Background: an optimization exercise with open tools, aiming at small area. Do not read the settings as production practice.
In this exercise RTL edits were held to simulation tests only and were not proved equivalent to the original.
Power and IR drop assume default switching activity.

`config.mk`:
```
export PLATFORM = sky130hd
export DESIGN_NAME = miniCPU
export DESIGN_NICKNAME = miniCPU
export VERILOG_FILES = /design/flow/design.v
export SDC_FILE = /design/flow/constraint.sdc
export NUM_CORES = 4
export LEC_CHECK = 0
export ABC_AREA = 1
export CAP_MARGIN = 20
export CORE_MARGIN = 2
export CORE_UTILIZATION = 60
export SLEW_MARGIN = 20
```
`constraint.sdc`:
```
create_clock -name core_clock -period 20.0 [get_ports {clk}]
set_input_delay 4.0000 -clock core_clock [delete_from_list [all_inputs] [get_ports {clk}]]
set_output_delay 4.0000 -clock core_clock [all_outputs]
set_load 0.01 [all_outputs]
```
`design.v`:
```
module aluCPU(
    input [15:0] data1,
    input [15:0] data2,
    input [15:0] imm,
    input imm_cin,
    input pass,
    input use_imm,
    input add,
    input sub,
    input mul,
    output [15:0] result
);
    wire [15:0] r0 = data1 & {16{pass | add | sub | (mul & data2[0])}};
    wire [15:0] r1 = (imm & {16{use_imm}})
                   | ((data2 ^ {16{sub}}) & {16{add | sub}})
                   | ({data1[14:0], 1'b0} & {16{mul & data2[1]}});
    wire [15:0] r2 = {data1[13:0], 2'b0} & {16{mul & data2[2]}};
    wire [15:0] r3 = {data1[12:0], 3'b0} & {16{mul & data2[3]}};
    wire [15:0] r4 = {data1[11:0], 4'b0} & {16{mul & data2[4]}};
    wire [15:0] r5 = {data1[10:0], 5'b0} & {16{mul & data2[5]}};
    wire neg = mul & data2[6];
    wire [15:0] r6 = {~data1[9:0] & {10{neg}}, 6'b0};
    wire [15:0] r7 = {9'd0, neg, 5'd0, sub | (use_imm & imm_cin)};
    function [31:0] csa_n(input [15:0] a, input [15:0] b, input [15:0] c);
        reg [15:0] s, k;
        begin
            s = a ^ b ^ c;
            k = (a & b) | (a & c) | (b & c);
            csa_n = {k[14:0], 1'b1, s};
        end
    endfunction
    wire [31:0] l1a = csa_n(~r0, ~r1, ~r2);
    wire [31:0] l1b = csa_n(~r3, ~r4, ~r5);
    wire [31:0] l2a = csa_n(l1a[15:0], l1a[31:16], l1b[15:0]);
    wire [31:0] l2b = csa_n(l1b[31:16], ~r6, ~r7);
    wire [31:0] l3 = csa_n(l2a[15:0], l2a[31:16], l2b[15:0]);
    wire [31:0] l4 = csa_n(l3[15:0], l3[31:16], l2b[31:16]);
    wire [15:0] x = l4[15:0], y = l4[31:16];
    wire [15:0] result_n;
    wire [16:0] c;
    assign c[0] = 1'b1;
    genvar g;
    generate
        for (g = 0; g < 16; g = g + 1) begin : rca
            assign result_n[g] = x[g] ^ y[g] ^ c[g];
            assign c[g+1] = (x[g] & y[g]) | (x[g] & c[g]) | (y[g] & c[g]);
        end
    endgenerate
    assign result = ~result_n;
endmodule
module memoryCPU (
    input clock,
    input clear,
    input regWrite,
    input [3:0] write_reg_addr,
    input [15:0] write_data,
    input [3:0] read_reg_addr,
    output [15:0] read_data
);
    reg phase;
    reg pending;
    reg [2:0] pair_d;
    reg clear_d;
    reg [15:0] slot_p [0:7];
    reg [15:0] slot_q [0:7];
    wire write_now = regWrite & (write_reg_addr[0] != phase);
    always @(posedge clock) begin
        phase <= ~phase;
        pending <= regWrite & (write_reg_addr[0] == phase);
        pair_d <= write_reg_addr[3:1];
        clear_d <= clear;
    end
    wire clr = clear | clear_d;
    wire [15:0] wdata = write_data & {16{~clr}};
    integer i;
    always @(posedge clock) begin
        for (i = 0; i < 8; i = i + 1) begin
            slot_q[i] <= slot_p[i];
            if (clr | (write_now & (write_reg_addr[3:1] == i)) | (pending & (pair_d == i)))
                slot_p[i] <= wdata;
            else
                slot_p[i] <= slot_q[i];
        end
    end
    wire [3:0] slot = {read_reg_addr[3:1], read_reg_addr[0] ^ phase};  
    reg [15:0] rd;
    always @(*) begin
        rd = 16'd0;
        for (i = 0; i < 8; i = i + 1) begin
            rd = rd | (slot_p[i] & {16{(slot == {i[2:0], 1'b0}) & ~clear_d}});
            rd = rd | (slot_q[i] & {16{(slot == {i[2:0], 1'b1}) & ~clear_d}});
        end
    end
    assign read_data = rd;
endmodule
module lcd_controller (
    input clk,
    input reset_n,           
    input rst_n,             
    input start,
    input [2:0] opcode,
    input load,
    input [3:0] reg_idx,
    input [15:0] value,      
    input step_free,         
    output [15:0] val_out,
    output [15:0] step_out,
    output reg [7:0] lcd_data,
    output wire lcd_rs,
    output wire lcd_rw,
    output reg lcd_en,
    output wire lcd_on,
    output wire lcd_blon
);
    localparam [1:0] STATE_IDLE = 2'd0, STATE_RUN = 2'd1, STATE_READY = 2'd2;
    reg [1:0] state;
    reg [4:0] pos;
    reg [10:0] counter;       
    reg wait_flag;
    reg [2:0] op_store;
    reg [3:0] reg_store;
    reg [15:0] val;           
    reg [3:0] digit;          
    reg first_boot;
    reg prev_reset_n;
    reg system_active;
    assign lcd_rw = 1'b0;
    assign lcd_on = (state != STATE_IDLE);
    assign lcd_blon = (state != STATE_IDLE);
    function [39:0] get_op_string(input [2:0] op);
        case (op)
            3'b000: get_op_string = "LOAD ";
            3'b001: get_op_string = "ADD  ";
            3'b010: get_op_string = "ADDI ";
            3'b011: get_op_string = "SUB  ";
            3'b100: get_op_string = "SUBI ";
            3'b101: get_op_string = "MUL  ";
            3'b110: get_op_string = "CLEAR";
            default: get_op_string = "DPL  ";
        endcase
    endfunction
    wire val_neg = val[15];
    reg [15:0] step_k;
    always @(*) begin
        case ({val_neg, pos})
            {1'b0, 5'd20}: step_k = -16'd10000;
            {1'b0, 5'd21}: step_k = -16'd1000;
            {1'b0, 5'd22}: step_k = -16'd100;
            {1'b0, 5'd23}: step_k = -16'd10;
            {1'b1, 5'd20}: step_k = 16'd10000;
            {1'b1, 5'd21}: step_k = 16'd1000;
            {1'b1, 5'd22}: step_k = 16'd100;
            {1'b1, 5'd23}: step_k = 16'd10;
            {1'b1, 5'd24}: step_k = 16'd1;
            default: step_k = -16'd1;
        endcase
    end
    assign val_out = val;
    assign step_out = step_k;
    wire [15:0] step_sum = value;
    wire step_ok = val_neg ? (step_sum[15] | (step_sum == 16'd0)) : ~step_sum[15];
    wire in_line2_digits = (pos >= 5'd20) && (pos <= 5'd24);
    wire extracting = (state == STATE_RUN) && wait_flag && !lcd_en &&
                      in_line2_digits && !first_boot && step_free;
    wire is_clear = (op_store == 3'b110) && !first_boot;
    wire [39:0] op_str = get_op_string(op_store);
    wire [4:0] l1 = pos - 5'd7;    
    always @(*) begin
        lcd_data = 8'h00;
        if (state == STATE_RUN) begin
            if (pos == 5'd1 || pos == 5'd2)
                lcd_data = 8'h38;
            else if (pos == 5'd3)
                lcd_data = 8'h0C;
            else if (pos == 5'd4)
                lcd_data = 8'h01;
            else if (pos == 5'd6)
                lcd_data = first_boot ? 8'h06 : 8'h01;
            else if (pos <= 5'd11)
                lcd_data = first_boot ? " " : op_str >> (8 * (4 - l1[2:0]));
            else if (pos == 5'd12 || (is_clear && pos <= 5'd17))
                lcd_data = " ";
            else if (pos == 5'd13)
                lcd_data = "[";
            else if (pos <= 5'd17)
                lcd_data = (reg_store[10 - l1[3:0]] && !first_boot) ? "1" : "0";
            else if (pos == 5'd18)
                lcd_data = "]";
            else if (pos == 5'd19)
                lcd_data = 8'hC0;
            else if (pos == 5'd20)
                lcd_data = (val_neg && !first_boot) ? "-" : "+";
            else
                lcd_data = {4'h3, digit};
        end else begin  
            lcd_data = is_clear ? " " : {4'h3, digit};
        end
    end
    assign lcd_rs = (state != STATE_RUN) ||
                    (pos >= 5'd7 && pos <= 5'd18) || (pos >= 5'd20);
    always @(posedge clk)
        if (rst_n && system_active && state != STATE_IDLE && wait_flag && counter != 11'd935)
            counter <= {counter[9:0], ~(counter[10] ^ counter[8])};
        else
            counter <= 11'd0;
    always @(posedge clk) begin
        if (load && state == STATE_READY) begin
            reg_store <= reg_idx;
            val <= value;
        end else if (extracting && step_ok) begin
            val <= step_sum;
        end
        if (!rst_n) begin
            system_active <= 0;
            prev_reset_n <= 1;
            state <= STATE_IDLE;
            lcd_en <= 0;
        end else begin
            prev_reset_n <= reset_n;
            if (prev_reset_n == 1'b1 && reset_n == 1'b0)
                system_active <= ~system_active;
            if (system_active == 1'b0) begin
                state <= STATE_IDLE;
                lcd_en <= 0;
                wait_flag <= 0;
                pos <= 0;
                first_boot <= 1;
            end else if (state == STATE_IDLE) begin
                state <= STATE_RUN;
                pos <= 0;
                wait_flag <= 0;
                first_boot <= 1;
            end else if (wait_flag) begin
                if (counter != 11'd935) begin
                    if (counter == 11'd1648) begin
                        lcd_en <= 0;
                        digit <= 4'd0;
                    end
                end else begin
                    wait_flag <= 0;
                end
                if (extracting && step_ok)
                    digit <= digit + 1'b1;
            end else if (state == STATE_READY) begin
                if (start) begin
                    op_store <= opcode;
                    lcd_en <= 1;
                    wait_flag <= 1;
                    state <= STATE_RUN;
                    pos <= 5'd6;
                end
            end else begin  
                lcd_en <= 1;
                wait_flag <= 1;
                if (pos == 5'd4) begin
                    op_store <= 3'b000;
                    pos <= 5'd6;
                end else if (pos == 5'd17 && is_clear) begin
                    state <= STATE_READY;
                end else if (pos == 5'd24) begin
                    first_boot <= 0;
                    state <= STATE_READY;
                end else begin
                    pos <= pos + 1'b1;
                end
            end
        end
    end
endmodule
module miniCPU (
    input [17:0] switches,
    input ligar,
    input enviar,
    input clk,
    input rst_n,
    output [7:0] LCD_DATA,
    output LCD_RS,
    output LCD_RW,
    output LCD_EN,
    output LCD_ON,
    output LCD_BLON
);
    wire [2:0] opcode = switches[17:15];
    wire [3:0] reg_dest = switches[14:11];
    wire [3:0] reg_input1 = switches[10:7];
    wire [3:0] reg_input2 = switches[6:3];
    wire signal = switches[6];
    wire [15:0] imm_ones = {{10{signal}}, switches[5:0] ^ {6{signal}}};
    localparam [2:0] LOAD = 3'b000, ADD = 3'b001, ADDI = 3'b010, SUB = 3'b011,
                     SUBI = 3'b100, MUL = 3'b101, CLEAR = 3'b110, DISPLAY = 3'b111;
    localparam [2:0] IDLE = 3'b000, EXECUTE = 3'b001, WRITE = 3'b010, WAIT_MORE = 3'b011,
                     W1_NONE = 3'b100, W1_WRITE = 3'b101, W1_CLEAR = 3'b110;
    localparam [1:0] SEL_ADD = 2'b00, SEL_SUB = 2'b01, SEL_MUL = 2'b10, SEL_PASS = 2'b11;
    reg [2:0] state;
    wire lcd_start_signal = state[2];
    wire write_enable = state[2] & state[0];
    wire soft_reset = state[2] & state[1];
    reg [15:0] work;
    reg [1:0] alu_selector;
    wire [15:0] mem_read_data;
    wire [15:0] alu_result;
    reg ligar_high;
    always @(posedge clk or negedge ligar)
        if (~ligar) ligar_high <= 1'b0;
        else ligar_high <= 1'b1;
    wire memory_clear = ~ligar_high | soft_reset;
    wire executing = (state == EXECUTE);
    wire writing = (state == WRITE);
    wire [3:0] read_addr = executing ? reg_input2 : reg_input1;
    memoryCPU Memo (
        .clock(clk),
        .clear(memory_clear),
        .regWrite(write_enable),
        .write_reg_addr(reg_dest),
        .write_data(work),
        .read_reg_addr(read_addr),
        .read_data(mem_read_data)
    );
    wire op_rr = (opcode == ADD) | (opcode == SUB);
    wire w_load = (opcode == LOAD);
    wire w_pass = (opcode == DISPLAY) | (alu_selector == SEL_PASS);
    wire w_op = ~w_load & ~w_pass;
    wire cpu_alu = executing | writing;
    wire ext = ~cpu_alu;
    wire m_pass = ext | (executing ? op_rr : (~w_load & w_pass));
    wire m_imm = ext | (executing ? ~op_rr : w_load);
    wire m_add = writing & w_op & (alu_selector == SEL_ADD);
    wire m_sub = writing & w_op & (alu_selector == SEL_SUB);
    wire m_mul = writing & w_op & (alu_selector == SEL_MUL);
    wire [15:0] lcd_val, lcd_step;
    aluCPU ALU (
        .data1(ext ? lcd_val : mem_read_data),
        .data2(work),
        .imm(ext ? lcd_step : imm_ones),
        .imm_cin(~ext & signal),
        .pass(m_pass),
        .use_imm(m_imm),
        .add(m_add),
        .sub(m_sub),
        .mul(m_mul),
        .result(alu_result)
    );
    wire [3:0] current_lcd_reg_idx = (opcode == DISPLAY) ? reg_input1 : reg_dest;
    lcd_controller LCD (
        .clk(clk),
        .reset_n(ligar),
        .rst_n(rst_n),
        .start(lcd_start_signal),
        .opcode(opcode),
        .load(writing),
        .reg_idx(current_lcd_reg_idx),
        .value(alu_result),
        .step_free(ext),
        .val_out(lcd_val),
        .step_out(lcd_step),
        .lcd_data(LCD_DATA),
        .lcd_rs(LCD_RS),
        .lcd_rw(LCD_RW),
        .lcd_en(LCD_EN),
        .lcd_on(LCD_ON),
        .lcd_blon(LCD_BLON)
    );
    always @(posedge clk or negedge ligar) begin
        if (~ligar) begin
            state <= IDLE;
        end else begin
            case (state)
                IDLE: if (!enviar) state <= EXECUTE;
                EXECUTE: state <= WRITE;
                WRITE: begin
                    if (opcode == CLEAR)
                        state <= W1_CLEAR;
                    else if (opcode == DISPLAY)
                        state <= W1_NONE;
                    else
                        state <= W1_WRITE;
                end
                default:  
                    if (enviar) state <= IDLE;
                    else state <= WAIT_MORE;
            endcase
        end
    end
    always @(posedge clk) begin
        case (opcode)
            ADD, ADDI: alu_selector <= SEL_ADD;
            SUB, SUBI: alu_selector <= SEL_SUB;
            MUL: alu_selector <= SEL_MUL;
            default: alu_selector <= SEL_PASS;
        endcase
        if (executing | writing)
            work <= alu_result;
    end
endmodule
```
`flow/run.sh`:
```
#!/bin/bash
# Standard synthesis, then a stronger ABC area pass over the combinational
# logic only (flip-flops, full adders and tie cells are kept as they are, with
# their names), then the standard layout from that netlist with the extra
# make settings in flow/params.sh (clock-tree and port-buffer options).
set -euo pipefail
WORK=$(pwd)
R=$WORK/orfs/results/${FLOW_PLATFORM}/miniCPU/base
LIB=$FLOW_HOME/platforms/${FLOW_PLATFORM}/lib/sky130_fd_sc_hd__tt_025C_1v80.lib
source "$WORK/flow/params.sh"

bash standard.sh synth > synth_standard.log 2>&1
cp "$R/1_2_yosys.v" "$WORK/1_2_yosys.standard.v"

DU=$(sed -n '/DONT_USE_CELLS/,/^$/p' "$FLOW_HOME/platforms/${FLOW_PLATFORM}/config.mk" | tr -d '\\' \
     | grep -o 'sky130_fd_sc_hd__[a-z0-9_]*' | sed 's/^/-dont_use /' | tr '\n' ' ')
cp "$WORK/flow/reopt.abc" "$WORK/reopt.abc"
cat > "$WORK/reopt.ys" <<EOY
read_liberty -wb -ignore_miss_func $LIB
read_verilog $WORK/1_2_yosys.standard.v
hierarchy -top $FLOW_TOP
blackbox =sky130_fd_sc_hd__*df* =sky130_fd_sc_hd__fa_* =sky130_fd_sc_hd__conb_*
flatten -wb
opt_clean
abc -liberty $LIB $DU -script $WORK/reopt.abc
opt_clean -purge
read_liberty -lib -overwrite $LIB
hierarchy -top $FLOW_TOP
splitnets
opt_clean -purge
hilomap -singleton -hicell sky130_fd_sc_hd__conb_1 HI -locell sky130_fd_sc_hd__conb_1 LO
insbuf -buf sky130_fd_sc_hd__buf_1 A X
opt_clean -purge
check -assert -mapped
stat -liberty $LIB
write_verilog -noattr -nohex -nodec $WORK/1_2_yosys.reopt.v
EOY
yosys -s "$WORK/reopt.ys" > reopt.log 2>&1
cp "$WORK/1_2_yosys.reopt.v" "$R/1_2_yosys.v"
rm -f "$R/1_synth.odb" "$R/1_synth.sdc"
bash standard.sh "${LAYOUT_VARS[@]}" finish > layout.log 2>&1
```
`flow/params.sh`:
```
# extra make settings for the layout steps
LAYOUT_VARS=(
  "CTS_ARGS=-sink_clustering_enable -repair_clock_nets -dont_use_dummy_load -sink_clustering_size 32 -sink_clustering_max_diameter 110"
  "BUFFER_PORTS_ARGS=-buffer_cell sky130_fd_sc_hd__buf_1"
)
```
`flow/reopt.abc`:
```
strash;&get -n;&deepsyn -T 60;&put;&get -n;&dch -f;&nf -R 1000;&put;&get -n;&dch -f;&nf -R 1000;&put
```
`standard.sh`:
```
#!/bin/bash
# synth_recipe.tcl (not shown) runs the flow's synth.tcl, then flattens the netlist and writes it again
# the make line also repeats each setting of config.mk as NAME=value (left out here)
make -C /OpenROAD-flow-scripts/flow DESIGN_CONFIG=/design/flow/config.mk WORK_HOME=/design/flow/orfs CLKGATE_MAP_FILE= SYNTH_SCRIPT=/design/flow/synth_recipe.tcl "${@:-finish}"
```
==> results of run 1 <==
## power by group through the flow
stage | Clock (mW) | Sequential (mW) | Combinational (mW)
2_1_floorplan | 0 | 1.06 | 1.09
3_3_place_gp | 0 | 1.12 | 1.53
3_5_place_dp | 0 | 1.12 | 1.55
4_1_cts | 0.326 | 1.11 | 1.56
5_1_grt | 0.348 | 1.13 | 1.76
6_report | 0.326 | 1.11 | 1.56
## per-layer routing
metal  vias up  track usage (%)  wire length (um)
met5         -                0                 0
met4         0             13.4              1700
met3       118             5.62              3810
met2       548             56.7             18900
met1      5424             46.7             16900
li1       4936                -                 -
## metrics by stage
step                instance area (sq um)  setup WS, ns  instances
floorplan                           13900          6.16       1260
global placement                    14700          5.70       1617
detailed placement                  14700          5.40       1617
CTS                                 15100          5.93       1631
global route                        15100          5.02       1631
finish                              15100          5.96       1631
## worst min-delay path by stage
stage | to | cells after the start
6_report | Memo.slot_q[6][2] | 0
5_1_grt | Memo.slot_q[7][8] | 0
4_1_cts | Memo.slot_q[7][8] | 0
3_5_place_dp | Memo.slot_q[6][0] | 0
3_3_place_gp | Memo.slot_q[1][10] | 0
2_1_floorplan | Memo.slot_q[1][2] | 0
## registers in the layout (all words and copies together), names as in the netlist, 2 cells and up
name / flops
LCD.state: 2
LCD.counter: 11
state: 3
Memo.slot_p: 128
work: 16
alu_selector: 2
Memo.pair_d: 3
LCD.op_store: 3
LCD.pos: 5
LCD.reg_store: 4
LCD.digit: 4
Memo.slot_q: 128
LCD.val: 16
## worst max-delay path, delay by kind of cell
| family | cells | cell delay [ns] |
|---|---|---|
| AND/OR/NAND/NOR | 8 | 1.23 |
| multiplexers | 1 | 0.11 |
| AO/OA/AOI/OAI | 9 | 2.20 |
| XOR/XNOR | 6 | 1.16 |
| adder cells (fa/ha/maj) | 13 | 4.96 |
| buffers and inverters | 4 | 0.50 |
## area by class of cell
type	count	area share [%]
Sequential cell	334	47.8
Multi-Input combinational cell	865	43.2
Timing Repair Buffer	73	2.81
Tap cell	285	2.36
Clock buffer	14	2.32
Inverter	60	1.49
## placed cells by master, fill, tap and decap left out, types with 8 or more instances in the layout
cell         n
dfxtp_1    280
a22o_1     135
nand2_1    105
nor2_1     104
fa_1        64
clkinv_1    60
and2_0      55
a222oi_1    52
edfxtp_1    50
a21oi_1     49
buf_4       40
o21ai_0     37
buf_1       33
a221oi_1    31
xnor2_1     21
a22oi_1     21
nor3_1      19
nand3_1     19
nand4_1     19
clkbuf_16   14
nand2b_1    13
xor2_1      10
o211ai_1     8
==> results.txt, run 1 <==
- Crit Path Class: in -> reg
- Peak supply drop: 0.222 mV
- Max Clk Rate: 71.2 MHz
- TritonCTS Buffers: 14
- Sequential cell area: 7210 sq um
- Syn Nets: 1346
- CTS Sinks: 334
- Final setup viols: 0
- CP max FO: 16
- Vias: 11000
- Reg clk slew, reported paths: 0.11 ns
- Internal power: 1.69 mW
- Port Buffer Count: 33
- Layout fillers: 1850
- Area of the multi-input gates: 6520 sq um
- CP most frequent cell: fa_1
- GPL Wtd Cong: 0.903
- R2R Setup Slk: 8.52 ns
- Inserted Diodes: 0
- Gr ovfl total: 0
- Worst Hold Class: reg -> reg
- Clock Latency Late Sink: 0.51 ns
- Drt via density: 6.76
- Gate Count Post-Synth: 1260
- Die area: 24400 sq um
- H-tree levels: 1
- Sw frac: 43.7%
- PostCTS Resize Cnt: 0
- Mean area per synthesized cell: 11.0 sq um
- First-pass GRT wire length: 64300 um
- IO Count: 35
- WP data arrival: 14.18 ns
- Largest net degree at the start of global routing: 37
- Net Switching: 1.31 mW
- RR Startpoint: state[2]
- PwrDens: 199 nW/um^2
- Hold Slack: 0.346 ns
- Worst-margin pin slew: 1.05 ns
- Reg2reg end: LCD.digit[0]
- Hpwl dp: 27600 um
- Result of the run: finished clean
- Vias in the first global route: 10900
- CP max-delay cell: a21boi_0
- # Post-CTS Setup Buffers: 0
- CP Launch Point: switches[3]
- Nets: 1434
- Initial core utilization: 61.2%
- DR pass1 iterations: 6
- Clock Tree Root: clkbuf_16
- Drt initial violations: 1411
- Leakage: 5.40 nW
- CP max stage delay: 0.56 ns
- CTS tree: done
- Mean routed wirelength per cell: 25.3 um
- Rel. slew slack: 30.0%
- DRT antenna net count: 0
- Overall power: 3.00 mW
- Tcrit/Tclk final: 70.2%
- Final Util: 66.4%
- Skew final: 0.0304 ns
- Site Rows: 55
- Final count of hold timing violations: 0
- CP Capture Type: register
- Initial antenna violation count: 0
- Core Region: 22700 sq um
- Slew Viols, Final: 0
- Clock power frac: 10.9%
- R2R depth: 39
- Final TNS setup: 0 ns
- Global-route usage over all layers: 34.7%
- # DRC: 0
- Mapped cell area: 13900 sq um
- CP Capture Point: LCD.digit[0]
- Fin crit period: 14.04 ns
- Longest Clk Path Bufs: 3
- Die Span Y: 156 um
- Layout cell share with drive strength beyond 1: 4.68%
- Hold_buf cts: 0
- CP required: 20.13 ns
- Critical Path Source Type: primary input
- Hold path start: Memo.slot_p[6][2]
- DIE WIDTH: 156 um
- Area grow syn2layout: 8.46%
- Post-Route WL: 41300 um
- RSZ-0062 raised after global routing: no
- Flop pwr share: 37.1%
- Comb power frac: 52.1%
- Synthesis Warnings: 6
- Max cap viols: 0
==> inputs of run 2 (changes only) <==
--- a/flow/run.sh
+++ b/flow/run.sh
@@ -2,5 +2,6 @@
 # Standard synthesis, then a stronger ABC area pass over the combinational
 # logic only (flip-flops, full adders and tie cells are kept as they are, with
-# their names), then the standard layout from that netlist with the extra
+# their names), a larger drive strength for the drivers of high-fanout nets,
+# then the standard layout from that netlist with the extra
 # make settings in flow/params.sh (clock-tree and port-buffer options).
 set -euo pipefail
@@ -37,5 +38,6 @@
 EOY
 yosys -s "$WORK/reopt.ys" > reopt.log 2>&1
-cp "$WORK/1_2_yosys.reopt.v" "$R/1_2_yosys.v"
+python3 "$WORK/flow/upsize.py" "$LIB" "$WORK/1_2_yosys.reopt.v" "$WORK/1_2_yosys.upsized.v" 14 $DU > upsize.log 2>&1
+cp "$WORK/1_2_yosys.upsized.v" "$R/1_2_yosys.v"
 rm -f "$R/1_synth.odb" "$R/1_synth.sdc"
 bash standard.sh "${LAYOUT_VARS[@]}" finish > layout.log 2>&1
==> flow/params.sh (replaced) <==
# extra make settings for the layout steps
LAYOUT_VARS=(
  "CTS_ARGS=-sink_clustering_enable -repair_clock_nets -dont_use_dummy_load -sink_clustering_size 28 -sink_clustering_max_diameter 100"
  "BUFFER_PORTS_ARGS=-buffer_cell sky130_fd_sc_hd__buf_1"
)
==> flow/upsize.py (new file) <==
#!/usr/bin/env python3
"""Give the combinational drivers of high-fanout nets the next drive strength
(X_0/X_1 -> X_2, same pins), so that placement repair needs fewer buffers.
usage: upsize.py liberty netlist_in netlist_out min_fanout"""
import re, sys

lib, src, dst, min_fanout = sys.argv[1], sys.argv[2], sys.argv[3], int(sys.argv[4])
cells = set(re.findall(r'^\s*cell\s*\(\s*"?(sky130_fd_sc_hd__\w+)"?\s*\)', open(lib).read(), re.M))
dont_use = set(sys.argv[5:])
txt = open(src).read()
inst = re.compile(r'(sky130_fd_sc_hd__\w+)(\s+\S+\s*\()(.*?)(\);)', re.S)
outs = ('X', 'Y')
fanout, driver = {}, {}
for m in inst.finditer(txt):
    for p, n in re.findall(r'\.(\w+)\(([^)]*)\)', m.group(3)):
        n = n.strip()
        if p in outs:
            driver[n] = m.group(1)
        else:
            fanout[n] = fanout.get(n, 0) + 1
big = {n for n, f in fanout.items() if f >= min_fanout}

def repl(m):
    typ, body = m.group(1), m.group(3)
    if re.search(r'__(df|edf|sdf|dl|fa_|ha_|conb)', typ):
        return m.group(0)
    pins = dict(re.findall(r'\.(\w+)\(([^)]*)\)', body))
    o = [pins[p].strip() for p in outs if p in pins]
    base = re.match(r'(sky130_fd_sc_hd__\w+?)_(\d+)$', typ)
    if o and o[0] in big and base and int(base.group(2)) < 2:
        new = base.group(1) + '_2'
        if new in cells and new not in dont_use:
            return new + m.group(2) + body + m.group(4)
    return m.group(0)

open(dst, 'w').write(inst.sub(repl, txt))
--- a/config.mk
+++ b/config.mk
@@ -9,4 +9,4 @@
 export CAP_MARGIN = 20
 export CORE_MARGIN = 2
-export CORE_UTILIZATION = 60
+export CORE_UTILIZATION = 55
 export SLEW_MARGIN = 20
==> run 2 against run 1 <==
Register-to-register slack got worse by 0.47 ns. Flip-flop and latch count stayed put. Still clean on timing, DRC and antenna. Utilization fell by 6.0 points. Via count grew 1.4%. Count of clock-buffer cells in the layout is 2 higher. Highest routed layer unchanged. Synthesized cell count unchanged. Combinational power about the same. Sequential power about the same. Global-route usage is 1.8 points lower. First-iteration DRC count down 4.7%. Sequential share of layout area decreased by 0.27 points. Clock skew increased by 0.025 ns.
==> results.txt, run 2 <==
- Syn Nets: 1346 (unchanged)
- Leakage: 5.36 nW (-0.68%)
- Max cap viols: 0 (unchanged)
- Core Region: 25100 sq um (+11%)
- DIE WIDTH: 164 um (+4.8%)
- Area grow syn2layout: 8.11%
- CP most frequent cell: fa_1
- Mean area per synthesized cell: 11.1 sq um (+0.90%)
- Commonest non-fill, non-tap cell in the layout: dfxtp_1
- WP data arrival: 14.82 ns (+0.64 ns)
- Placed Instance Area: 14800 sq um (+0.21%)
- CTS tree: done
- Final TNS setup: 0 ns (unchanged)
- Initial antenna violation count: 0 (unchanged)
- Post-Route WL: 43600 um (+5.5%)
- Largest net degree at the start of global routing: 37 (unchanged)
- Site Rows: 58 (+5.5%)
- Peak supply drop: 0.234 mV (+5.3%)
- Gr ovfl total: 0 (unchanged)
- Crit Path Class: in -> reg
- Reg clk slew, reported paths: 0.11 ns (about the same)
- Final non-filler cell total: 1663 (+2.0%)
- # DRC: 0 (unchanged)
- Vias: 11200 (+1.4%)
- CP Capture Type: register
- Drt via density: 6.72 (-0.56%)
- Nets: 1421 (-0.91%)
- GPL Wtd Cong: 0.931 (+3.1%)
- CTS Sinks: 334 (unchanged)
- Initial core utilization: 55.9% (-5.4 points)
- Hold_buf cts: 0 (unchanged)
- H-tree levels: 1 (unchanged)
- Result of the run: finished clean
- Max Clk Rate: 67.9 MHz (-4.6%)
- DRT antenna net count: 0 (unchanged)
- PostCTS Resize Cnt: 0 (unchanged)
- Synthesis Warnings: 6 (unchanged)
- IO Count: 35 (unchanged)
- CP max stage delay: 0.91 ns (+0.35 ns)
- Worst Hold Class: reg -> reg
- CP max FO: 16 (unchanged)
- Vias in the first global route: 11000 (+0.57%)
- Final count of hold timing violations: 0 (unchanged)
- Hpwl dp: 28500 um (+3.2%)
- CP max-delay cell: nor2_2
- # Post-CTS Setup Buffers: 0 (unchanged)
- Most frequent cells in the layout: dfxtp_1, a22o_1, nand2_1
- Die area: 26800 sq um (+9.8%)
- Port Buffer Count: 33 (unchanged)
- Tcrit/Tclk final: 73.6% (+3.4 points)
- Layout cell share with drive strength beyond 1: 6.23% (+1.5 points)
- Longest Clk Path Bufs: 3 (unchanged)
- Clock Tree Root: clkbuf_16
- Worst-margin pin slew: 1.18 ns (+0.138 ns)
- Skew final: 0.0558 ns (+0.0254 ns)
- Final setup viols: 0 (unchanged)
- Mapped cell area: 14000 sq um (+0.90%)
- Inserted Diodes: 0 (unchanged)
- Clock Latency Late Sink: 0.51 ns (about the same)
- PwrDens: 200 nW/um^2 (+0.58%)
- Setup WS pre-CTS: 4.89 ns (-0.505 ns)
- RSZ-0062 raised after global routing: no
- Rel. slew slack: 21.0% (-9.0 points)
- Fin crit period: 14.72 ns (+0.674 ns)
- Cells after DPL: 1647 (+1.9%)
- Final worst slack: 5.28 ns (-0.674 ns)
- Drt initial violations: 1344 (-4.7%)
- Critical Path Source Type: primary input
- Die Span Y: 164 um (+4.8%)
- Slew Viols, Final: 0 (unchanged)
- Finished Cell Area: 15200 sq um (+0.57%)
- Global-route usage over all layers: 32.9% (-1.8 points)
- Mean routed wirelength per cell: 26.2 um (+3.5%)
- TritonCTS Buffers: 16 (+2)
- DR pass1 iterations: 7 (+1)
- Largest registers: Memo.slot_p (128), Memo.slot_q (128)
- CP required: 20.10 ns (-0.03 ns)
- Gate Count Post-Synth: 1260 (unchanged)
- First-pass GRT wire length: 66300 um (+3.1%)
## run 2: metrics by stage
step	hold WS [ns]	util, %	power [mW]
after global placement	0.333	58.8	2.66
final	0.340	60.4	3.04
after floorplan	0.326	-	2.16
after CTS	0.352	60.4	3.04
after global routing	0.361	60.4	3.26
after detailed placement	0.336	58.8	2.69
## run 2: path summary, 6_finish.rpt
check                           depth (start not counted)               from                 to  slack [ns]
worst max register to register                         40           state[2]       LCD.digit[0]        8.05
worst max-delay path                                   39        switches[4]       LCD.digit[0]        5.28
worst min register to register                          0  Memo.slot_p[1][3]  Memo.slot_q[1][3]        0.34
max in group asynchronous                               1              ligar           state[0]       16.43
worst min-delay path                                    0  Memo.slot_p[1][3]  Memo.slot_q[1][3]        0.34
min in group asynchronous                               1              ligar         ligar_high        3.35
## run 2: where the power goes
part	switching, mW	total [mW]	leakage (nW)	internal [mW]
Combinational	0.974	1.57	2.37	0.600
Clock	0.205	0.349	0.197	0.145
Sequential	0.145	1.11	2.80	0.969
Total	1.32	3.04	5.36	1.71
## run 2: worst max-delay path, delay by kind of cell
family,cells,cell delay [ns]
adder cells (fa/ha/maj),13,4.93
AO/OA/AOI/OAI,9,2.19
AND/OR/NAND/NOR,8,2.16
XOR/XNOR,5,0.87
multiplexers,1,0.33
buffers and inverters,3,0.31
## run 2: area by class of cell
class	instances	area, sq um
Sequential cell	334	7210
Inverter	60	226
Multi-Input combinational cell	865	6610
Timing Repair Buffer	58	312
Fill cell	2154	9940
Clock buffer	16	400
Tap cell	330	413
## run 2: per-layer routing
layer,routed length (um),GRT usage [%],vias to the layer above
met2,20200,54.4,571
li1,-,-,4927
met5,0,0,-
met1,17900,43.8,5540
met4,1990,12.0,0
met3,3520,5.35,141
==> inputs of run 3 (changes only) <==
--- a/design.v
+++ b/design.v
@@ -21,5 +21,6 @@
     wire neg = mul & data2[6];
     wire [15:0] r6 = {~data1[9:0] & {10{neg}}, 6'b0};
-    wire [15:0] r7 = {9'd0, neg, 5'd0, sub | (use_imm & imm_cin)};
+    wire [15:0] r7 = {9'd0, neg, 6'd0};
+    wire cin = sub | (use_imm & imm_cin);    
     function [31:0] csa_n(input [15:0] a, input [15:0] b, input [15:0] c);
         reg [15:0] s, k;
@@ -39,5 +40,5 @@
     wire [15:0] result_n;
     wire [16:0] c;
-    assign c[0] = 1'b1;
+    assign c[0] = ~cin;
     genvar g;
     generate
==> flow/params.sh (replaced) <==
# extra make settings for the layout steps
LAYOUT_VARS=(
  "CTS_ARGS=-sink_clustering_enable -repair_clock_nets -dont_use_dummy_load -sink_clustering_size 30 -sink_clustering_max_diameter 105"
  "BUFFER_PORTS_ARGS=-buffer_cell sky130_fd_sc_hd__buf_1"
)
--- a/config.mk
+++ b/config.mk
@@ -9,4 +9,4 @@
 export CAP_MARGIN = 20
 export CORE_MARGIN = 2
-export CORE_UTILIZATION = 55
+export CORE_UTILIZATION = 70
 export SLEW_MARGIN = 20
==> run 3 against run 2 <==
Still clean. Worst setup slack lost 0.19 ns. Critical path depth decreased by 5. Global-route usage up 5.7 points. Sequential power about the same. Utilization increased by 16 points. Area after synthesis shrank 0.31%. Combinational power is essentially flat. Clock skew up 0.0074 ns. Maximum frequency is 1.2% lower. Design area is 1.0% lower. Critical path type unchanged. Critical endpoint is now LCD.digit[3]. Largest cell class unchanged. Largest power group unchanged. Highest routed layer unchanged.
==> results.txt, run 3 <==
- Cells after DPL: 1576 (-4.3%)
- Synthesis Warnings: 6 (unchanged)
- Largest registers: Memo.slot_p (128), Memo.slot_q (128)
- Hold path start: Memo.slot_p[4][2]
- Mean routed wirelength per cell: 25.8 um (-1.5%)
- Worst-margin pin slew: 1.23 ns (+0.0412 ns)
- Core Region: 19500 sq um (-22%)
- Slew Viols, Final: 0 (unchanged)
- Hpwl dp: 26800 um (-6.0%)
- Area grow syn2layout: 7.31%
- Most frequent cells in the layout: dfxtp_1, a22o_1, nand2_1
- Max Clk Rate: 67.1 MHz (-1.2%)
- Reg clk slew, reported paths: 0.11 ns (about the same)
- DRT antenna net count: 0 (unchanged)
- Gate Count Post-Synth: 1253 (-0.56%)
- Final TNS setup: 0 ns (unchanged)
- Hold_buf cts: 0 (unchanged)
- Final count of hold timing violations: 0 (unchanged)
- Tcrit/Tclk final: 74.5% (+0.93 points)
- Port Buffer Count: 33 (unchanged)
- Max cap viols: 0 (unchanged)
- PwrDens: 202 nW/um^2 (+1.1%)
- PostCTS Resize Cnt: 0 (unchanged)
- Inserted Diodes: 0 (unchanged)
- Die Span Y: 145 um (-11%)
- Clock Latency Late Sink: 0.52 ns (about the same)
- Peak supply drop: 0.229 mV (-2.2%)
- CTS tree: done
- Nets: 1414 (-0.49%)
- Site Rows: 51 (-12%)
- Net Switching: 1.33 mW (+0.71%)
- WP data arrival: 15.00 ns (+0.18 ns)
- Die area: 21100 sq um (-21%)
- DIE WIDTH: 145 um (-11%)
- Final non-filler cell total: 1591 (-4.3%)
- RR Startpoint: state[2]
- Largest net degree at the start of global routing: 38 (+2.7%)
- Fin crit period: 14.90 ns (+0.185 ns)
- RSZ-0062 raised after global routing: no
- Initial core utilization: 71.6% (+16 points)
- Internal power: 1.71 mW (-0.52%)
- Gr ovfl total: 0 (unchanged)
- Clock Tree Root: clkbuf_16
- CP Launch Point: switches[3]
- Longest Clk Path Bufs: 3 (unchanged)
- H-tree levels: 1 (unchanged)
- TritonCTS Buffers: 15 (-1)
- CP most frequent cell: fa_1
- Global-route usage over all layers: 38.5% (+5.7 points)
- CP Capture Type: register
- Worst Hold Class: reg -> reg
- Vias: 11300 (+1.1%)
- IO Count: 35 (unchanged)
- Flop pwr share: 36.5% (-0.2 points)
- Clock power frac: 11.0% (-0.5 points)
- Crit Path Class: in -> reg
- Skew final: 0.0632 ns (+0.00741 ns)
- Initial antenna violation count: 0 (unchanged)
- R2R Setup Slk: 7.80 ns (-0.25 ns)
- Area of the multi-input gates: 6580 sq um (-0.45%)
- GPL Wtd Cong: 0.972 (+4.4%)
- Drt via density: 7.10 (+5.7%)
- # Post-CTS Setup Buffers: 0 (unchanged)
- Mapped cell area: 14000 sq um (-0.31%)
- Final setup viols: 0 (unchanged)
- Result of the run: finished clean
- CTS Sinks: 334 (unchanged)
- DR pass1 iterations: 8 (+1)
- Sequential cell area: 7210 sq um (unchanged)
- CP max FO: 16 (unchanged)
- Layout cell share with drive strength beyond 1: 6.18% (-0.043 points)
- Commonest non-fill, non-tap cell in the layout: dfxtp_1
- Rel. slew slack: 18.2% (-2.7 points)
- CP max stage delay: 0.89 ns (-0.02 ns)
- Post-Route WL: 41100 um (-5.8%)
- Critical Path Source Type: primary input
- Vias in the first global route: 11100 (+0.99%)
- CP required: 20.10 ns (about the same)
- Mean area per synthesized cell: 11.2 sq um (+0.24%)
- Leakage: 5.38 nW (+0.26%)
- First-pass GRT wire length: 63700 um (-3.9%)
- Comb power frac: 52.5% (+0.7 points)
- Syn Nets: 1339 (-0.52%)
- Sw frac: 43.9% (+0.30 points)
- Layout fillers: 1372 (-36%)
- Drt initial violations: 1588 (+18%)
- # DRC: 0 (unchanged)
- CP max-delay cell: nor2_2
==> run 3: area by class of cell <==
type	instances	share of cell area (%)
flip-flops and latches	334	48.0
multi-input cells	866	43.8
clock buffers	15	2.50
inverters	52	1.31
repair buffers	59	2.13
well taps	265	2.21
==> run 3: path summary, 6_finish.rpt <==
path,cells after the start,endpoint
max reg2reg,36,LCD.digit[3]
min,0,Memo.slot_q[4][2]
min in group asynchronous,1,state[0]
min reg2reg,0,Memo.slot_q[4][2]
max in group asynchronous,1,ligar_high
max,34,LCD.digit[3]
==> run 3: power by group through the flow <==
stage	clock, mW	sequential (mW)	combinational, mW
5_1_grt	0.351	1.12	1.75
3_5_place_dp	0	1.11	1.56
2_1_floorplan	0	1.06	1.09
4_1_cts	0.331	1.10	1.57
6_report	0.333	1.11	1.60
3_3_place_gp	0	1.11	1.49
==> run 3: metrics by stage <==
| stage | power, mW | setup WS [ns] | utilization [%] | hold slack [ns] | area [sq um] |
|---|---|---|---|---|---|
| 5_1_grt | 3.23 | 4.37 | 76.8 | 0.309 | 15000 |
| 4_1_cts | 3.00 | 5.21 | 76.8 | 0.300 | 15000 |
| 3_3_place_gp | 2.60 | 5.05 | 74.9 | 0.333 | 14600 |
| 2_1_floorplan | 2.15 | 5.80 | - | 0.326 | 14000 |
| 6_report | 3.04 | 5.10 | 76.8 | 0.300 | 15000 |
| 3_5_place_dp | 2.67 | 4.76 | 74.9 | 0.337 | 14600 |
==> run 3: layer usage <==
layer | GRT usage [%] | up-vias | part of all wire, %
met5 | 0 | - | 0
met4 | 17.0 | 0 | 5.2
met3 | 6.74 | 167 | 12
met2 | 61.4 | 791 | 46
met1 | 52.4 | 5448 | 37
li1 | - | 4894 | -
==> run 3: critical path: cells and delay by family <==
family,cells,cell delay [ns]
fa+ha+maj,13,5.52
simple gates,8,2.60
compound gates,6,1.93
xor+xnor,2,0.48
buf+inv,4,0.35
mux,1,0.09
==> inputs of run 4 (changes only) <==
--- a/config.mk
+++ b/config.mk
@@ -10,3 +10,4 @@
 export CORE_MARGIN = 2
 export CORE_UTILIZATION = 70
+export PLACE_DENSITY = 0.85
 export SLEW_MARGIN = 20
==> run 4 against run 3 <==
Global-route usage grew 0.16 points. Register-to-register slack lost 0.31 ns. Routed wire length shrank 0.33%. Still clean on timing, DRC and antenna. Worst hold slack gained 0.036 ns. Largest cell class unchanged.
==> results.txt, run 4 <==
- Result of the run: finished clean
- DIE WIDTH: 145 um (unchanged)
- Commonest non-fill, non-tap cell in the layout: dfxtp_1
- Skew final: 0.0703 ns (+0.00704 ns)
- Drt initial violations: 1663 (+4.7%)
- RSZ-0062 raised after global routing: no
- Largest net degree at the start of global routing: 38 (unchanged)
- Worst-margin pin slew: 1.23 ns (+0.00377 ns)
- Met2 wire length: 18800 um (+0.43%)
- TritonCTS Buffers: 15 (unchanged)
- H-tree levels: 1 (unchanged)
- First-pass GRT wire length: 64400 um (+1.1%)
- R2R Setup Slk: 7.49 ns (-0.31 ns)
- Gr ovfl total: 0 (unchanged)
- CP Capture Point: LCD.digit[3]
- DR pass1 iterations: 6 (-2)
- Reg2reg end: LCD.digit[3]
- Vias: 11300 (+0.35%)
- Mean routed wirelength per cell: 25.8 um (-0.14%)
- Nets: 1411 (-0.21%)
- Final setup viols: 0 (unchanged)
- CP most frequent cell: fa_1
- Max cap viols: 0 (unchanged)
- PwrDens: 202 nW/um^2 (-0.17%)
- Inserted Diodes: 0 (unchanged)
- CP Capture Type: register
- Die Span Y: 145 um (unchanged)
- Met3 wire len: 4950 um (+1.7%)
- Hpwl dp: 26700 um (-0.27%)
- Hold_buf cts: 0 (unchanged)
- R2R depth: 39 (+8.3%)
- Most frequent cells in the layout: dfxtp_1, a22o_1, nand2_1
- CP max FO: 16 (unchanged)
- Leakage: 5.36 nW (-0.27%)
- CTS tree: done
- Max Clk Rate: 65.5 MHz (-2.4%)
- Global-route usage over all layers: 38.7% (+0.16 points)
- Area grow syn2layout: 7.18%
- Fin crit period: 15.27 ns (+0.368 ns)
- Site Rows: 51 (unchanged)
- # Post-CTS Setup Buffers: 0 (unchanged)
- Vias in the first global route: 11500 (+3.9%)
- Port Buffer Count: 33 (unchanged)
- Largest registers: Memo.slot_p (128), Memo.slot_q (128)
- IO Count: 35 (unchanged)
- Crit Path Class: in -> reg
- Post-Route WL: 41000 um (-0.33%)
- Rel. slew slack: 18.0% (-0.25 points)
- Peak supply drop: 0.154 mV (-33%)
- WP data arrival: 15.37 ns (+0.37 ns)
- Critical Path Source Type: primary input
- Synthesis Warnings: 6 (unchanged)
- Gate Count Post-Synth: 1253 (unchanged)
- Cells after DPL: 1573 (-0.19%)
- GPL Wtd Cong: 0.963 (-0.93%)
- Initial antenna violation count: 0 (unchanged)
- CP max stage delay: 0.91 ns (+0.02 ns)
- DR top layer: met4
- Final non-filler cell total: 1588 (-0.19%)
- # DRC: 0 (unchanged)
- Layout cell share with drive strength beyond 1: 5.97% (-0.21 points)
- RR Startpoint: state[2]
- Final count of hold timing violations: 0 (unchanged)
- CP required: 20.10 ns (about the same)
- Clock Latency Late Sink: 0.52 ns (about the same)
- PostCTS Resize Cnt: 0 (unchanged)
- Clock Tree Root: clkbuf_16
- Syn Nets: 1339 (unchanged)
- Mean area per synthesized cell: 11.2 sq um (unchanged)
- Reg clk slew, reported paths: 0.11 ns (about the same)
- DRT antenna net count: 0 (unchanged)
- Slew Viols, Final: 0 (unchanged)
- CTS Sinks: 334 (unchanged)
- Worst Hold Class: reg -> reg
- Die area: 21100 sq um (unchanged)
- Initial core utilization: 71.6% (unchanged)
- Drt via density: 7.14 (+0.53%)
- Core Region: 19500 sq um (unchanged)
- Metal-1 WL: 15000 um (-2.0%)
- Mapped cell area: 14000 sq um (unchanged)
- CP Launch Point: switches[10]
- Longest Clk Path Bufs: 3 (unchanged)
- Tcrit/Tclk final: 76.4% (+1.8 points)
- CP max-delay cell: nor2_2
- Final TNS setup: 0 ns (unchanged)
-- run 4: layout make-up --
class | instances | area, sq um
sequential | 334 | 7210
multi-input combinational | 866 | 6580
fill | 1352 | 4540
clock buffer | 15 | 375
tap | 265 | 332
timing repair buffer | 56 | 297
inverter | 52 | 196
-- run 4: worst max-delay path, delay by kind of cell --
family / cells / cell delay [ns]
fa+ha+maj: 13 / 5.21
compound gates: 8 / 2.28
buf+inv: 3 / 0.25
simple gates: 14 / 3.64
-- run 4: how the worst min path moves through the flow --
| stage | start | end | slack (ns) | cells after the start |
|---|---|---|---|---|
| 4_1_cts | Memo.slot_p[5][12] | Memo.slot_q[5][12] | 0.33 | 0 |
| 5_1_grt | Memo.slot_p[0][12] | Memo.slot_q[0][12] | 0.34 | 0 |
| 3_5_place_dp | Memo.slot_p[7][3] | Memo.slot_q[7][3] | 0.34 | 0 |
| 3_3_place_gp | Memo.slot_p[4][3] | Memo.slot_q[4][3] | 0.33 | 0 |
| 2_1_floorplan | Memo.slot_p[0][1] | Memo.slot_q[0][1] | 0.33 | 0 |
| 6_report | Memo.slot_p[5][7] | Memo.slot_q[5][7] | 0.34 | 0 |
-- run 4: metal layers --
layer	vias up	track usage, %
li1	4884	-
met4	0	18.0
met2	828	63.2
met1	5432	49.9
met5	-	0
met3	195	8.12
-- run 4: metrics by stage --
step	hold WS, ns	area (sq um)	total power [mW]	util, %	setup WS, ns
3_5_place_dp	0.337	14600	2.65	74.8	4.43
5_1_grt	0.343	15000	3.20	76.8	4.04
3_3_place_gp	0.331	14600	2.58	74.8	4.77
4_1_cts	0.332	15000	2.99	76.7	4.84
2_1_floorplan	0.326	14000	2.15	-	5.80
6_report	0.336	15000	3.03	76.8	4.73
-- run 4: power by group --
part	internal, mW	switching (mW)	total (mW)
clock network	0.136	0.200	0.336
logic	0.603	0.978	1.58
registers	0.966	0.146	1.11
==> inputs of run 5 (changes only) <==
--- a/config.mk
+++ b/config.mk
@@ -9,5 +9,5 @@
 export CAP_MARGIN = 20
 export CORE_MARGIN = 2
-export CORE_UTILIZATION = 70
-export PLACE_DENSITY = 0.85
+export CORE_UTILIZATION = 60
+export PLACE_DENSITY = 0.8
 export SLEW_MARGIN = 20
==> run 5 against run 4 <==
Register-to-register slack got worse by 0.35 ns. Sequential share of layout area down 0.18 points. Global-route usage decreased by 5.4 points. Worst hold slack worse by 0.0027 ns. Critical path depth shrank 4. Still clean on timing, DRC and antenna. Die area increased by 16%. Largest power group unchanged.
==> results.txt, run 5 <==
- Drt via density: 6.87 (-3.7%)
- # Post-CTS Setup Buffers: 0 (unchanged)
- Mean routed wirelength per cell: 24.8 um (-4.0%)
- CP most frequent cell: fa_1
- Hold_buf cts: 0 (unchanged)
- PostCTS Resize Cnt: 0 (unchanged)
- R2R Setup Slk: 7.14 ns (-0.35 ns)
- Critical Path Source Type: primary input
- Clock Tree Root: clkbuf_16
- Rel. slew slack: 17.2% (-0.78 points)
- Sw frac: 43.6% (-0.13 points)
- Drt initial violations: 1618 (-2.7%)
- CP max-delay cell: nor2_2
- Finished Cell Area: 15000 sq um (+0.37%)
- WP data arrival: 15.61 ns (+0.24 ns)
- Result of the run: finished clean
- Port Buffer Count: 33 (unchanged)
- Synthesis Warnings: 6 (unchanged)
- Vias: 11200 (-0.84%)
- Crit Path Class: in -> reg
- Global-route usage over all layers: 33.3% (-5.4 points)
- Site Rows: 55 (+7.8%)
- Vias in the first global route: 10900 (-5.3%)
- Final non-filler cell total: 1636 (+3.0%)
- Clock Latency Late Sink: 0.52 ns (about the same)
- Setup WS pre-CTS: 4.21 ns (-0.227 ns)
- First-pass GRT wire length: 62800 um (-2.6%)
- Die area: 24500 sq um (+16%)
- Flop pwr share: 36.8% (about the same)
- Clock power frac: 11.2% (about the same)
- GRT met1 Usage: 44.6% (-5.3 points)
- Commonest non-fill, non-tap cell in the layout: dfxtp_1
- Worst-margin pin slew: 1.24 ns (+0.0117 ns)
- Core Region: 22800 sq um (+17%)
- Met3 Usage GRT: 6.29% (-1.8 points)
- Final Util: 66.0% (-11 points)
- Comb power frac: 52.0% (-0.2 points)
- Final count of hold timing violations: 0 (unchanged)
- Leakage: 5.36 nW (about the same)
- DIE WIDTH: 157 um (+7.8%)
- CP max stage delay: 0.91 ns (about the same)
- Overall power: 3.01 mW (-0.64%)
- Final TNS setup: 0 ns (unchanged)
- Hold Slack: 0.333 ns (-0.00272 ns)
- Initial antenna violation count: 1 (+1)
- Gr ovfl total: 0 (unchanged)
- Cells after DPL: 1621 (+3.1%)
- DR pass1 iterations: 7 (+1)
- CP max FO: 16 (unchanged)
- Hpwl dp: 26400 um (-0.90%)
- Mapped cell area: 14000 sq um (unchanged)
- Max Clk Rate: 64.4 MHz (-1.6%)
- Peak supply drop: 0.151 mV (-1.9%)
- Internal power: 1.70 mW (-0.42%)
- Final worst slack: 4.48 ns (-0.247 ns)
- Mean area per synthesized cell: 11.2 sq um (unchanged)
- H-tree levels: 1 (unchanged)
- Slew Viols, Final: 0 (unchanged)
- Placed Instance Area: 14700 sq um (+0.41%)
- Net Switching: 1.31 mW (-0.93%)
- Gate Count Post-Synth: 1253 (unchanged)
- Fin crit period: 15.52 ns (+0.247 ns)
- Reg clk slew, reported paths: 0.11 ns (about the same)
- Area of the multi-input gates: 6580 sq um (about the same)
- Longest Clk Path Bufs: 3 (unchanged)
- RSZ-0062 raised after global routing: no
- Max cap viols: 0 (unchanged)
- Largest registers: Memo.slot_p (128), Memo.slot_q (128)
- PwrDens: 200 nW/um^2 (-1.0%)
- # DRC: 0 (unchanged)
- Met2 Use GR: 52.5% (-11 points)
- Skew final: 0.0735 ns (+0.00317 ns)
- Final setup viols: 0 (unchanged)
- CP required: 20.09 ns (about the same)
- Layout cell share with drive strength beyond 1: 5.97% (unchanged)
- Sequential cell area: 7210 sq um (unchanged)
- Post-Route WL: 40500 um (-1.1%)
- CTS Sinks: 334 (unchanged)
- Area grow syn2layout: 7.58%
- Nets: 1411 (unchanged)
- GPL Wtd Cong: 0.938 (-2.6%)
- CP Capture Type: register
- Die Span Y: 157 um (+7.8%)
- DRT antenna net count: 0 (unchanged)
- IO Count: 35 (unchanged)
- CTS tree: done
- TritonCTS Buffers: 15 (unchanged)
- Inserted Diodes: 0 (unchanged)
- Largest net degree at the start of global routing: 38 (unchanged)
- Tcrit/Tclk final: 77.6% (+1.2 points)
- Most used routing layer: met2
- Worst Hold Class: reg -> reg
- Most frequent cells in the layout: dfxtp_1, a22o_1, nand2_1
- Syn Nets: 1339 (unchanged)
- Layout fillers: 1766 (+31%)
- Initial core utilization: 61.4% (-10 points)
run 5: final timing paths:
kind,start,to,depth (start not counted)
min reg2reg,Memo.slot_p[0][7],Memo.slot_q[0][7],0
max in group asynchronous,ligar,state[1],1
max reg2reg,state[2],LCD.digit[1],35
max,switches[6],LCD.digit[1],34
min,Memo.slot_p[0][7],Memo.slot_q[0][7],0
min in group asynchronous,ligar,ligar_high,1
run 5: worst max-delay path, delay by kind of cell:
family,cells,cell delay (ns)
adder cells (fa/ha/maj),13,5.57
buffers and inverters,4,0.39
AO/OA/AOI/OAI,8,2.82
XOR/XNOR,1,0.24
AND/OR/NAND/NOR,8,2.57
run 5: area by class of cell:
class	count	share of cell area, %
clock buffers	15	2.50
inverters	52	1.31
multi-input cells	866	43.7
flip-flops and latches	334	47.9
well taps	313	2.60
repair buffers	56	1.97
run 5: metal layers:
metal | vias to the layer above | part of all wire (%)
li1 | 4898 | -
met1 | 5459 | 39
met2 | 724 | 44
met3 | 163 | 12
met4 | 0 | 5.3
met5 | - | 0
run 5: power by group through the flow:
stage | sequential [mW] | combinational, mW | clock, mW
after floorplan | 1.06 | 1.09 | 0
after global placement | 1.11 | 1.47 | 0
after detailed placement | 1.12 | 1.54 | 0
after CTS | 1.10 | 1.54 | 0.335
after global routing | 1.12 | 1.73 | 0.358
final | 1.11 | 1.56 | 0.337
==> inputs of run 6 (changes only) <==
--- a/config.mk
+++ b/config.mk
@@ -10,4 +10,3 @@
 export CORE_MARGIN = 2
 export CORE_UTILIZATION = 60
-export PLACE_DENSITY = 0.8
 export SLEW_MARGIN = 20
==> run 6 against run 5 <==
Area after synthesis unchanged. Via count shrank 1.7%. Utilization increased by 0.35 points. Flip-flop and latch count did not move. Largest power group unchanged. Highest routed layer unchanged.
==> results.txt, run 6 <==
- Comb power frac: 52.1% (about the same)
- CP max stage delay: 0.68 ns (-0.23 ns)
- Final count of hold timing violations: 0 (unchanged)
- Worst Hold Class: reg -> reg
- Longest Clk Path Bufs: 3 (unchanged)
- Vias in the first global route: 11000 (+0.68%)
- H-tree levels: 1 (unchanged)
- PostCTS Resize Cnt: 0 (unchanged)
- TritonCTS Buffers: 15 (unchanged)
- Final TNS setup: 0 ns (unchanged)
- Commonest non-fill, non-tap cell in the layout: dfxtp_1
- Port Buffer Count: 33 (unchanged)
- Synthesis Warnings: 6 (unchanged)
- CP most frequent cell: fa_1
- # Post-CTS Setup Buffers: 0 (unchanged)
- Leakage: 5.41 nW (+0.81%)
- CTS Sinks: 334 (unchanged)
- Initial core utilization: 61.4% (unchanged)
- Internal power: 1.71 mW (+0.43%)
- Tcrit/Tclk final: 74.4% (-3.2 points)
- Gate Count Post-Synth: 1253 (unchanged)
- Peak supply drop: 0.168 mV (+11%)
- CP max FO: 16 (unchanged)
- Mean area per synthesized cell: 11.2 sq um (unchanged)
- GPL Wtd Cong: 0.891 (-5.1%)
- Mapped cell area: 14000 sq um (unchanged)
- Clock power frac: 11.2% (about the same)
- Fin crit period: 14.89 ns (-0.632 ns)
- Drt via density: 6.73 (-2.1%)
- Global-route usage over all layers: 35.0% (+1.7 points)
- Crit Path Class: in -> reg
- First-pass GRT wire length: 64900 um (+3.5%)
- Slew Viols, Final: 0 (unchanged)
- Initial antenna violation count: 0 (-1)
- Worst-margin pin slew: 1.22 ns (-0.0250 ns)
- Drt initial violations: 1491 (-7.8%)
- Rel. slew slack: 18.8% (+1.7 points)
- CP required: 20.13 ns (+0.04 ns)
- Hold_buf cts: 0 (unchanged)
- IO Count: 35 (unchanged)
- WP data arrival: 15.01 ns (-0.60 ns)
- Mean routed wirelength per cell: 25.8 um (+4.1%)
- Max cap viols: 0 (unchanged)
- DR pass1 iterations: 8 (+1)
- Max Clk Rate: 67.2 MHz (+4.2%)
- Die area: 24500 sq um (unchanged)
- Site Rows: 55 (unchanged)
- DRT antenna net count: 0 (unchanged)
- Area grow syn2layout: 8.15%
- DIE WIDTH: 157 um (unchanged)
- Skew final: 0.0472 ns (-0.0263 ns)
- PwrDens: 200 nW/um^2 (about the same)
- Nets: 1418 (+0.50%)
- Overall power: 3.02 mW (+0.44%)
- Syn Nets: 1339 (unchanged)
- Inserted Diodes: 0 (unchanged)
- CP Capture Type: register
- Layout cell share with drive strength beyond 1: 6.47% (+0.49 points)
- Reg clk slew, reported paths: 0.12 ns (about the same)
- Hpwl dp: 27600 um (+4.4%)
- Result of the run: finished clean
- Core Region: 22800 sq um (unchanged)
- Setup WS pre-CTS: 4.76 ns (+0.550 ns)
- Clock Latency Late Sink: 0.52 ns (about the same)
- Gr ovfl total: 0 (unchanged)
- Post-Route WL: 42400 um (+4.6%)
- Final setup viols: 0 (unchanged)
- CTS tree: done
- Largest net degree at the start of global routing: 38 (unchanged)
- Net Switching: 1.32 mW (+0.46%)
- Most frequent cells in the layout: dfxtp_1, a22o_1, nand2_1
- # DRC: 0 (unchanged)
- Final worst slack: 5.11 ns (+0.632 ns)
- Largest registers: Memo.slot_p (128), Memo.slot_q (128)
- Flop pwr share: 36.7% (about the same)
- Die Span Y: 157 um (unchanged)
- Vias: 11100 (-1.7%)
- Clock Tree Root: clkbuf_16
- Critical Path Source Type: primary input
- Sw frac: 43.6% (about the same)
- RSZ-0062 raised after global routing: no
- CP max-delay cell: a21oi_1
[run 6: metal layers]
metal / wire length [um] / up-vias / track usage (%)
met5: 0 / - / 0
met4: 1600 / 0 / 12.1
met3: 3690 / 127 / 4.35
met2: 19900 / 614 / 59.1
met1: 17200 / 5409 / 46.7
li1: - / 4906 / -
[run 6: path summary, 6_finish.rpt]
kind                                     from            endpoint  slack (ns)  cells past startpoint
max                               switches[6]        LCD.digit[0]        5.11                     34
min                        Memo.slot_p[1][13]  Memo.slot_q[1][13]        0.34                      0
max reg2reg                          state[2]        LCD.digit[0]        7.75                     35
min reg2reg                Memo.slot_p[1][13]  Memo.slot_q[1][13]        0.34                      0
max in group asynchronous               ligar            state[2]       16.39                      1
min in group asynchronous               ligar            state[1]        3.37                      1
[run 6: critical path: cells and delay by family]
kind / cells / cell delay (ns)
compound gates: 8 / 2.91
xor+xnor: 1 / 0.22
fa+ha+maj: 13 / 5.42
buf+inv: 4 / 0.65
simple gates: 8 / 1.83
[run 6: cell type report]
cell class / count / area [sq um]
Inverter: 52 / 196
Tap cell: 313 / 392
Sequential cell: 334 / 7210
Multi-Input combinational cell: 866 / 6580
Fill cell: 1836 / 7650
Clock buffer: 15 / 375
Timing Repair Buffer: 63 / 372
[run 6: power by group through the flow]
| stage | logic, mW | clock network (mW) | registers, mW |
|---|---|---|---|
| floorplan | 1.09 | 0 | 1.06 |
| global placement | 1.51 | 0 | 1.12 |
| detailed placement | 1.55 | 0 | 1.12 |
| CTS | 1.56 | 0.339 | 1.10 |
| global route | 1.74 | 0.362 | 1.13 |
| finish | 1.58 | 0.337 | 1.11 |
[run 6: metrics by stage]
stage          util, %  cells  cell area (sq um)  hold slack (ns)
6_report          66.4   1643              15100            0.341
5_1_grt           66.4   1643              15100            0.355
4_1_cts           66.3   1642              15100            0.342
3_5_place_dp      64.7   1627              14700            0.338
3_3_place_gp      64.5   1625              14700            0.331
2_1_floorplan        -   1253              14000            0.326
==> inputs of run 7 (changes only) <==
--- a/config.mk
+++ b/config.mk
@@ -10,3 +10,4 @@
 export CORE_MARGIN = 2
 export CORE_UTILIZATION = 60
+export PLACE_DENSITY = 0.92
 export SLEW_MARGIN = 20
==> run 7 against run 6 <==
Still clean on timing, DRC and antenna. Register-to-register slack worse by 0.64 ns. Worst setup slack worse by 0.73 ns. Worst hold slack got worse by 0.025 ns. Maximum frequency shrank 4.7%. Largest cell class unchanged.
==> results.txt, run 7 <==
- Slew Viols, Final: 0 (unchanged)
- CP max stage delay: 1.01 ns (+0.33 ns)
- Sw frac: 43.8% (+0.21 points)
- CP Launch Point: switches[10]
- Leakage: 5.35 nW (-0.97%)
- RSZ-0062 raised after global routing: no
- Initial antenna violation count: 1 (+1)
- Synthesis Warnings: 6 (unchanged)
- Tcrit/Tclk final: 78.1% (+3.6 points)
- Hold Crit Depth: 0 (unchanged)
- Max cap viols: 0 (unchanged)
- Comb power frac: 52.1% (about the same)
- Internal power: 1.70 mW (-0.22%)
- # DRC: 0 (unchanged)
- Max Clk Rate: 64.0 MHz (-4.7%)
- PwrDens: 201 nW/um^2 (+0.74%)
- Sequential cell area: 7210 sq um (unchanged)
- Longest Clk Path Bufs: 3 (unchanged)
- Vias in the first global route: 11500 (+4.3%)
- Final count of hold timing violations: 0 (unchanged)
- # Post-CTS Setup Buffers: 0 (unchanged)
- Layout cell share with drive strength beyond 1: 5.83% (-0.64 points)
- GPL Wtd Cong: 0.962 (+8.1%)
- Overall power: 3.03 mW (+0.16%)
- Clock Latency Late Sink: 0.52 ns (about the same)
- DR pass1 iterations: 7 (-1)
- Final TNS setup: 0 ns (unchanged)
- DR top layer: met4
- CP max FO: 16 (unchanged)
- Die area: 24500 sq um (unchanged)
- Inserted Diodes: 0 (unchanged)
- Final worst slack: 4.39 ns (-0.727 ns)
- Hold Slack: 0.316 ns (-0.0250 ns)
- Clock power frac: 11.1% (about the same)
- CTS Sinks: 334 (unchanged)
- Mean area per synthesized cell: 11.2 sq um (unchanged)
- CP Capture Type: register
- Layout fillers: 1679 (-8.6%)
- Hold path start: Memo.slot_p[5][7]
- Drt via density: 7.06 (+4.9%)
- CTS tree: done
- Skew final: 0.0760 ns (+0.0288 ns)
- Crit path buffers/inverters: 4 (unchanged)
- Stages on the worst setup path: 35 (+2.9%)
- Crit Path Class: in -> reg
- Hpwl dp: 26600 um (-3.5%)
- Nets: 1409 (-0.63%)
- Setup WS pre-CTS: 4.20 ns (-0.552 ns)
- Flop pwr share: 36.8% (about the same)
- Peak supply drop: 0.144 mV (-15%)
- TritonCTS Buffers: 15 (unchanged)
- CP max-delay cell: nor2_2
- Global-route usage over all layers: 33.6% (-1.4 points)
- Met3 wire len: 5370 um (+46%)
- Drt initial violations: 1638 (+9.9%)
- Clock Tree Root: clkbuf_16
- Mapped cell area: 14000 sq um (unchanged)
- Worst Hold Class: reg -> reg
- Fin crit period: 15.61 ns (+0.727 ns)
- Commonest non-fill, non-tap cell in the layout: dfxtp_1
- Final Util: 66.0% (-0.38 points)
- Critical path's top delay family: adder cells
- DIE WIDTH: 157 um (unchanged)
- Metal-1 WL: 14800 um (-14%)
- DRT antenna net count: 0 (unchanged)
- Result of the run: finished clean
- Area of the multi-input gates: 6580 sq um (unchanged)
- Vias: 11500 (+4.3%)
- Critical Path Source Type: primary input
- Worst-margin pin slew: 1.24 ns (+0.0202 ns)
- Net Switching: 1.33 mW (+0.65%)
- First-pass GRT wire length: 63700 um (-1.8%)
- Gr ovfl total: 0 (unchanged)
- R2R depth: 35 (unchanged)
- CP required: 20.09 ns (-0.04 ns)
- Gate Count Post-Synth: 1253 (unchanged)
- IO Count: 35 (unchanged)
- Hold_buf cts: 0 (unchanged)
- RR Startpoint: state[2]
- Met2 wire length: 18400 um (-7.7%)
- Area grow syn2layout: 7.53%
- Rel. slew slack: 17.5% (-1.3 points)
- Largest registers: Memo.slot_p (128), Memo.slot_q (128)
- Reg clk slew, reported paths: 0.11 ns (about the same)
- CP most frequent cell: fa_1
- Die Span Y: 157 um (unchanged)
- Port Buffer Count: 33 (unchanged)
- Mean routed wirelength per cell: 25.3 um (-1.8%)
- PostCTS Resize Cnt: 0 (unchanged)
- WP data arrival: 15.70 ns (+0.69 ns)
- Initial core utilization: 61.4% (unchanged)
- Core Region: 22800 sq um (unchanged)
- Most frequent cells in the layout: dfxtp_1, a22o_1, nand2_1
- Syn Nets: 1339 (unchanged)
- Site Rows: 55 (unchanged)
- Final setup viols: 0 (unchanged)
- H-tree levels: 1 (unchanged)
- Post-Route WL: 41400 um (-2.4%)
- Largest net degree at the start of global routing: 38 (unchanged)
[run 7: area by class of cell]
cell class / instances / area share (%)
well taps: 313 / 2.60
clock buffers: 15 / 2.50
flip-flops and latches: 334 / 47.9
repair buffers: 54 / 1.90
inverters: 52 / 1.31
multi-input cells: 866 / 43.8
[run 7: metal layers]
| layer | vias up | global-route usage, % |
|---|---|---|
| met5 | - | 0 |
| met4 | 0 | 18.7 |
| met1 | 5474 | 43.5 |
| met2 | 927 | 52.7 |
| li1 | 4889 | - |
| met3 | 245 | 7.14 |
[run 7: worst paths after layout]
| path | slack [ns] | to |
|---|---|---|
| worst max-delay path | 4.39 | LCD.digit[0] |
| worst min-delay path | 0.32 | Memo.slot_q[5][7] |
| worst max register to register | 7.11 | LCD.digit[0] |
| worst min register to register | 0.32 | Memo.slot_q[5][7] |
| max in group asynchronous | 16.40 | state[0] |
| min in group asynchronous | 3.34 | ligar_high |
[run 7: per-stage QoR]
stage | area (sq um) | cells
final | 15000 | 1634
after global routing | 15000 | 1634
after CTS | 15000 | 1633
after detailed placement | 14600 | 1618
after global placement | 14600 | 1618
after floorplan | 14000 | 1253
[run 7: power by group through the flow]
stage | Combinational (mW) | Sequential, mW | Clock [mW]
floorplan | 1.09 | 1.06 | 0
detailed placement | 1.52 | 1.12 | 0
CTS | 1.54 | 1.11 | 0.331
finish | 1.58 | 1.11 | 0.336
global placement | 1.45 | 1.11 | 0
global route | 1.73 | 1.13 | 0.353

-- static timing again, ports no longer ideal --
The flow's constraints put no driver on any port. The routed layouts listed below were extracted and timed again, unchanged, in two steps. Step 1: set_driving_cell puts a clkbuf_16 on clk and a buf_2 on each other input, an assumption about the parent block. Step 2 times the ports against the registers' clock, not the clock port: input delays grow and output delays shrink by t, the midpoint of the rising clock arrivals with the driver on. Slacks: ideal ports / drivers / drivers and shift; pairs: ideal ports / drivers.
run	t, ns	slack for setup (ns)	worst setup path after step 2
run 1	0.544	5.956 / 5.983 / 5.438	input to register
run 2	0.537	5.282 / 5.304 / 4.767	input to register
run 3	0.535	5.097 / 5.122 / 4.587	input to register
run 4	0.535	4.729 / 4.756 / 4.221	input to register
run 5	0.529	4.482 / 4.499 / 3.970	input to register
run 6	0.548	5.113 / 5.128 / 4.579	input to register
run 7	0.528	4.387 / 4.410 / 3.882	input to register
After both steps setup and hold are still met in every run listed. For run 6, which loses most, drivers alone change the setup slack by +0.015 ns; drivers and shift together by -0.534 ns.
